Source: an optimization exercise on an open RTL-to-GDS flow (aim: small area, a short achievable clock period and few clock cycles). Production flows keep margins and buffers that such runs may drop.
In this exercise RTL edits were held to simulation tests only and were not proved equivalent to the original.
The clock port is modelled as an ideal driver, which makes a skipped or thinned clock tree look cheaper than it is; a real chip needs a root buffer or a tree.
Power figures rest on the tool's default switching activity, not on a simulated workload.

## matriscarpici
module matriscarpici #(parameter M=8)(
    input clk,
    input rst,
    input [M-1:0] matris_veri,
    input matris_gecerli,
    output reg [2*M+1:0] carpim_veri,
    output reg carpim_gecerli
    );
For scale: roughly 230 flip-flops, about 30 I/O pins, ~11,000 um^2 of cells after synthesis.
clock: 9.0 ns
lec_check: 0
cap_margin: 20
core_margin: 2
core_utilization: 40
cts_cluster_diameter: 150
cts_cluster_size: 24
place_density: 0.6
slew_margin: 20
standard.sh (not shown) runs the stock make flow with config.mk's settings and CLKGATE_MAP_FILE= SYNTH_SCRIPT=/design/flow/synth_recipe.tcl, a recipe that flattens the netlist after the stock synthesis.
==> flow/flow/run.sh <==
#!/bin/bash
set -euo pipefail
bash standard.sh SETUP_SLACK_MARGIN=5.8 "BUFFER_PORTS_ARGS=-buffer_cell sky130_fd_sc_hd__buf_4" finish > standard.log 2>&1
The first run ran to the end with no violations.
Testbench counts at the start, summed over its fixed seeds: cycles 10,248.
==> next run, changes <==
==> flow/flow/run.sh (replaced) <==
#!/bin/bash
set -euo pipefail
bash standard.sh SETUP_SLACK_MARGIN=6.3 "BUFFER_PORTS_ARGS=-buffer_cell sky130_fd_sc_hd__buf_4" finish > standard.log 2>&1
- CORE_UTILIZATION: 40 -> 55
- PLACE_DENSITY: 0.6 -> 0.7
The changed run went through all stages and came out clean.
Total power rises by 4.1%.
Routed wire length stays flat.
Worst hold slack improved by 0.0060 ns.
Synthesized cell count does not change.
Clock power falls by about 0.8%.
Non-clock buffer count rises by 28.
==> next run, changes <==
==> flow/flow/run.sh (replaced) <==
#!/bin/bash
set -euo pipefail
bash standard.sh SETUP_SLACK_MARGIN=5.9 "BUFFER_PORTS_ARGS=-buffer_cell sky130_fd_sc_hd__buf_2" finish > standard.log 2>&1
- CORE_UTILIZATION: 55 -> 40
- CTS_CLUSTER_SIZE: 24 -> 26
- PLACE_DENSITY: 0.7 -> 0.65
The new run finished with timing, DRC and antenna clean.
Non-clock buffer count shrinks by 28.
Routed wire length goes down slightly.
Sequential share of layout area went up by 1.7 points.
Register-to-register slack is worse by 0.19 ns.
Utilization shrinks by 19 points.
Power goes down by a few percent.
First-iteration DRC count decreases by a quarter to a third.
Clock-buffer cell count came out lower by 1.
Critical path depth is unchanged.
Sequential power barely changes.
==> next run, changes <==
==> flow/run.sh (new file) <==
#!/bin/bash
# synth_recipe.tcl (not shown) runs the flow's synth.tcl, then flattens the netlist and writes it again
# the make line also repeats each setting of config.mk as NAME=value (left out here)
make -C /OpenROAD-flow-scripts/flow DESIGN_CONFIG=/design/flow/config.mk WORK_HOME=/design/flow/orfs CLKGATE_MAP_FILE= SYNTH_SCRIPT=/design/flow/synth_recipe.tcl finish
- CTS_CLUSTER_DIAMETER: 150 -> not set
- CTS_CLUSTER_SIZE: 26 -> not set
- PLACE_DENSITY: 0.65 -> 0.6
removed: flow/flow/run.sh
removed: flow/standard.sh
Effect:
- worst setup slack got worse by 0.37 ns
- sequential power stays flat
- cell area came out higher by 4.6%
- maximum frequency came out lower by 11%

* * *

matriscarpici again, from the RTL that the note above started with.
// matriscarpici
module matriscarpici #(parameter M=8)(
    input clk,
    input rst,
    input [M-1:0] matris_veri,
    input matris_gecerli,
    output reg [2*M+1:0] carpim_veri,
    output reg carpim_gecerli
    );
    localparam [17:0] BASLA = 18'd88064;    
    reg [7:0]   a_zincir [7:0];    
    reg [4:0]   sayac;             
    reg [3:0]   b_one, b_two, b_neg;    
    reg         p_a, p_v, p_k0, p_k3, p_j1;      
    reg         c_v, c_ilk, c_k3, c_son;          
    reg         t1, t2, yukle;
    reg [17:0]  s0a, s0b, s1a, s1b;        
    reg [17:0]  r0a, r1a, r1b;
    wire al   = matris_gecerli && !sayac[4];
    wire [9:0] bb = {1'b0, matris_veri, 1'b0};
    wire [3:0] e_one, e_two, e_neg;
    genvar g;
    generate for (g = 0; g < 4; g = g + 1) begin : enc
        assign e_one[g] = bb[2*g+1] ^ bb[2*g];
        assign e_two[g] = (bb[2*g+2] & ~bb[2*g+1] & ~bb[2*g]) | (~bb[2*g+2] & bb[2*g+1] & bb[2*g]);
        assign e_neg[g] = bb[2*g+2];
    end endgenerate
    wire [7:0] geri;
    assign geri[0] = b_one[0];
    assign geri[1] = b_neg[0];
    assign geri[2] = b_one[1] ^ b_neg[0];
    assign geri[3] = b_neg[1];
    assign geri[4] = b_one[2] ^ b_neg[1];
    assign geri[5] = b_neg[2];
    assign geri[6] = b_one[3] ^ b_neg[2];
    assign geri[7] = b_neg[3];
    wire [3:0] nn = {4{p_v}} & ~b_neg;
    wire       b7 = p_v & b_neg[3];
    wire [17:0] t0a, t0b, t1a, t1b;
    matriscarpici_pp u0 (.a(a_zincir[0]), .one(b_one), .two(b_two), .neg(b_neg), .nn(nn),
                         .b7(b7), .ra(t0a), .rb(t0b));
    matriscarpici_pp u1 (.a(a_zincir[4]), .one(b_one), .two(b_two), .neg(b_neg), .nn(nn),
                         .b7(b7), .ra(t1a), .rb(t1b));
    wire [17:0] mac0, mac1;
    matriscarpici_add3 w0 (.x(r0a), .y(s0a), .z(s0b), .s(mac0));
    matriscarpici_add3 w1 (.x(r1a), .y(s1a), .z(s1b), .s(mac1));
    wire kaydir = p_a || (p_v && p_j1);
    integer i;
    always @(posedge clk) begin
        if (kaydir) begin
            for (i = 0; i < 7; i = i + 1) a_zincir[i] <= a_zincir[i+1];
            a_zincir[7] <= geri;
        end
  ...
clock: 9.0 ns
lec_check: 0
cap_margin: 20
core_margin: 2
core_utilization: 40
place_density: 0.6
slew_margin: 20
==> flow/flow/run.sh <==
#!/bin/bash
set -euo pipefail
bash standard.sh SETUP_SLACK_MARGIN=6.3 finish > standard.log 2>&1
Testbench counts at the start, summed over its fixed seeds: cycles 10,248.
Change:
==> flow/flow/run.sh (replaced) <==
#!/bin/bash
set -euo pipefail
bash standard.sh SETUP_SLACK_MARGIN=6.0 "BUFFER_PORTS_ARGS=-buffer_cell sky130_fd_sc_hd__buf_4" \
  "CTS_ARGS=-sink_clustering_enable -repair_clock_nets -sink_clustering_size 30 -sink_clustering_max_diameter 150 -num_static_layers 0 -sink_clustering_levels 1 -balance_levels" \
  finish > standard.log 2>&1
CTS_CLUSTER_DIAMETER = 150   (was unset)
CTS_CLUSTER_SIZE = 30   (was unset)
After rerunning:
- design area is lower by a little under a tenth
- synthesized cell count does not change
- maximum frequency stays flat
- via count drops by a few percent
- routed wire length falls by a few percent
- total power decreases by about a fifth
Change:
==> flow/flow/run.sh (replaced) <==
#!/bin/bash
set -euo pipefail
ARGS=(SETUP_SLACK_MARGIN=6.0 "BUFFER_PORTS_ARGS=-buffer_cell sky130_fd_sc_hd__buf_2")
bash standard.sh "${ARGS[@]}" cts > standard_cts.log 2>&1
RES=orfs/results/sky130hd/matriscarpici/base openroad -no_init -exit flow/flatten_clock.tcl > flatten_clock.log 2>&1
bash standard.sh "${ARGS[@]}" finish > standard.log 2>&1
==> flow/flow/flatten_clock.tcl (new file) <==
# Take out the clock tree's middle level: the leaf clock buffers are driven
# straight from the root buffer, which shortens the clock path of every
# register alike. The dummy clock loads CTS added for balancing go too.
set res $::env(RES)
read_db $res/4_cts.odb
set block [ord::get_db_block]
set root_net [$block findNet clknet_0_clk]
if {$root_net eq "NULL" || $root_net eq ""} { error "no clknet_0_clk" }
set mids {}
foreach inst [$block getInsts] {
  set n [$inst getName]
  if {[string match "clkbuf_1_*" $n]} { lappend mids $inst }
}
foreach inst $mids {
  set name [$inst getName]
  set out [[$inst findITerm X] getNet]
  set loads {}
  foreach it [$out getITerms] {
    if {[$it getInst] ne $inst} { lappend loads $it }
  }
  odb::dbInst_destroy $inst
  foreach it $loads {
    set li [$it getInst]
    if {[string match "clkload*" [$li getName]]} {
      odb::dbInst_destroy $li
    } else {
      $it connect $root_net
    }
  }
  odb::dbNet_destroy $out
  puts "removed $name -> [llength $loads] loads moved"
}
# leaf-level dummy loads
foreach inst [$block getInsts] {
  set name [$inst getName]
  if {[string match "clkload*" $name]} {
    puts "removed dummy load $name"
    odb::dbInst_destroy $inst
  }
}
write_db $res/4_cts.odb
CTS_CLUSTER_SIZE = 26   (was 30)
Cell count decreases by 0.55%. Power decreases by 2.2%. Flip-flop and latch count stays the same. Cell area decreases by 1.2%.
Change:
==> flow/flow/run.sh (replaced) <==
#!/bin/bash
set -euo pipefail
bash standard.sh SETUP_SLACK_MARGIN=6.3 "BUFFER_PORTS_ARGS=-buffer_cell sky130_fd_sc_hd__buf_4" finish > standard.log 2>&1
CTS_CLUSTER_SIZE = 24   (was 26)
removed: flow/flow/flatten_clock.tcl
Routed wire length grows by about 4%.
Hold slack is better by 3.7 ps.
Total power grows by 8.6%.
Final cell count grows by 3.7%.
Cell area grows by 5.3%.
Sequential power is about the same.
Sequential share of layout area shrinks by 2.4 points.
Critical path depth shrinks by 7.
Core utilization grows by 2.3 points.

[separate check: timing with driven ports]
Ports are ideal in the flow. The routed layouts listed here were re-timed in OpenROAD.
Step 1 sets driving cells, clkbuf_16 on the clock port and buf_2 on the other inputs (assumed; they add their load-dependent delay and slew).
Step 2 adds t to the input delays and takes it off the output delays; t is the mean of the earliest and latest rising clock arrival at the registers after step 1. Input paths then give back, and output paths get back, about the clock's delay inside the block.
Three values: ideal ports, drivers, drivers and shift; two values: the first two.
run	t (ns)	slack for setup (ns)	clock arrival spread, ns	worst data-port slew with drivers (ns)
the first run of note 1	0.526	6.086 / 6.046 / 6.086	0.020 / 0.019	0.04
the second run of note 1	0.508	6.068 / 6.024 / 6.305	0.029 / 0.028	0.03
the third run of note 1	0.526	6.094 / 6.045 / 6.118	0.026 / 0.025	0.05
the fourth run of note 1	0.556	5.727 / 5.681 / 5.888	0.017 / 0.016	0.04
the first run of note 2	0.573	6.076 / 6.029 / 5.928	0.013 / 0.013	0.05
the second run of note 2	0.517	6.079 / 6.034 / 6.103	0.034 / 0.034	0.04
the third run of note 2	0.458	6.155 / 6.122 / 6.155	0.028 / 0.029	0.04
the fourth run of note 2	0.528	6.100 / 6.053 / 6.236	0.025 / 0.025	0.04
After both steps every run listed still meets setup and hold. The setup slack of the first run of note 2, which loses most, moves by -0.047 ns with the drivers and by -0.148 ns with both steps.
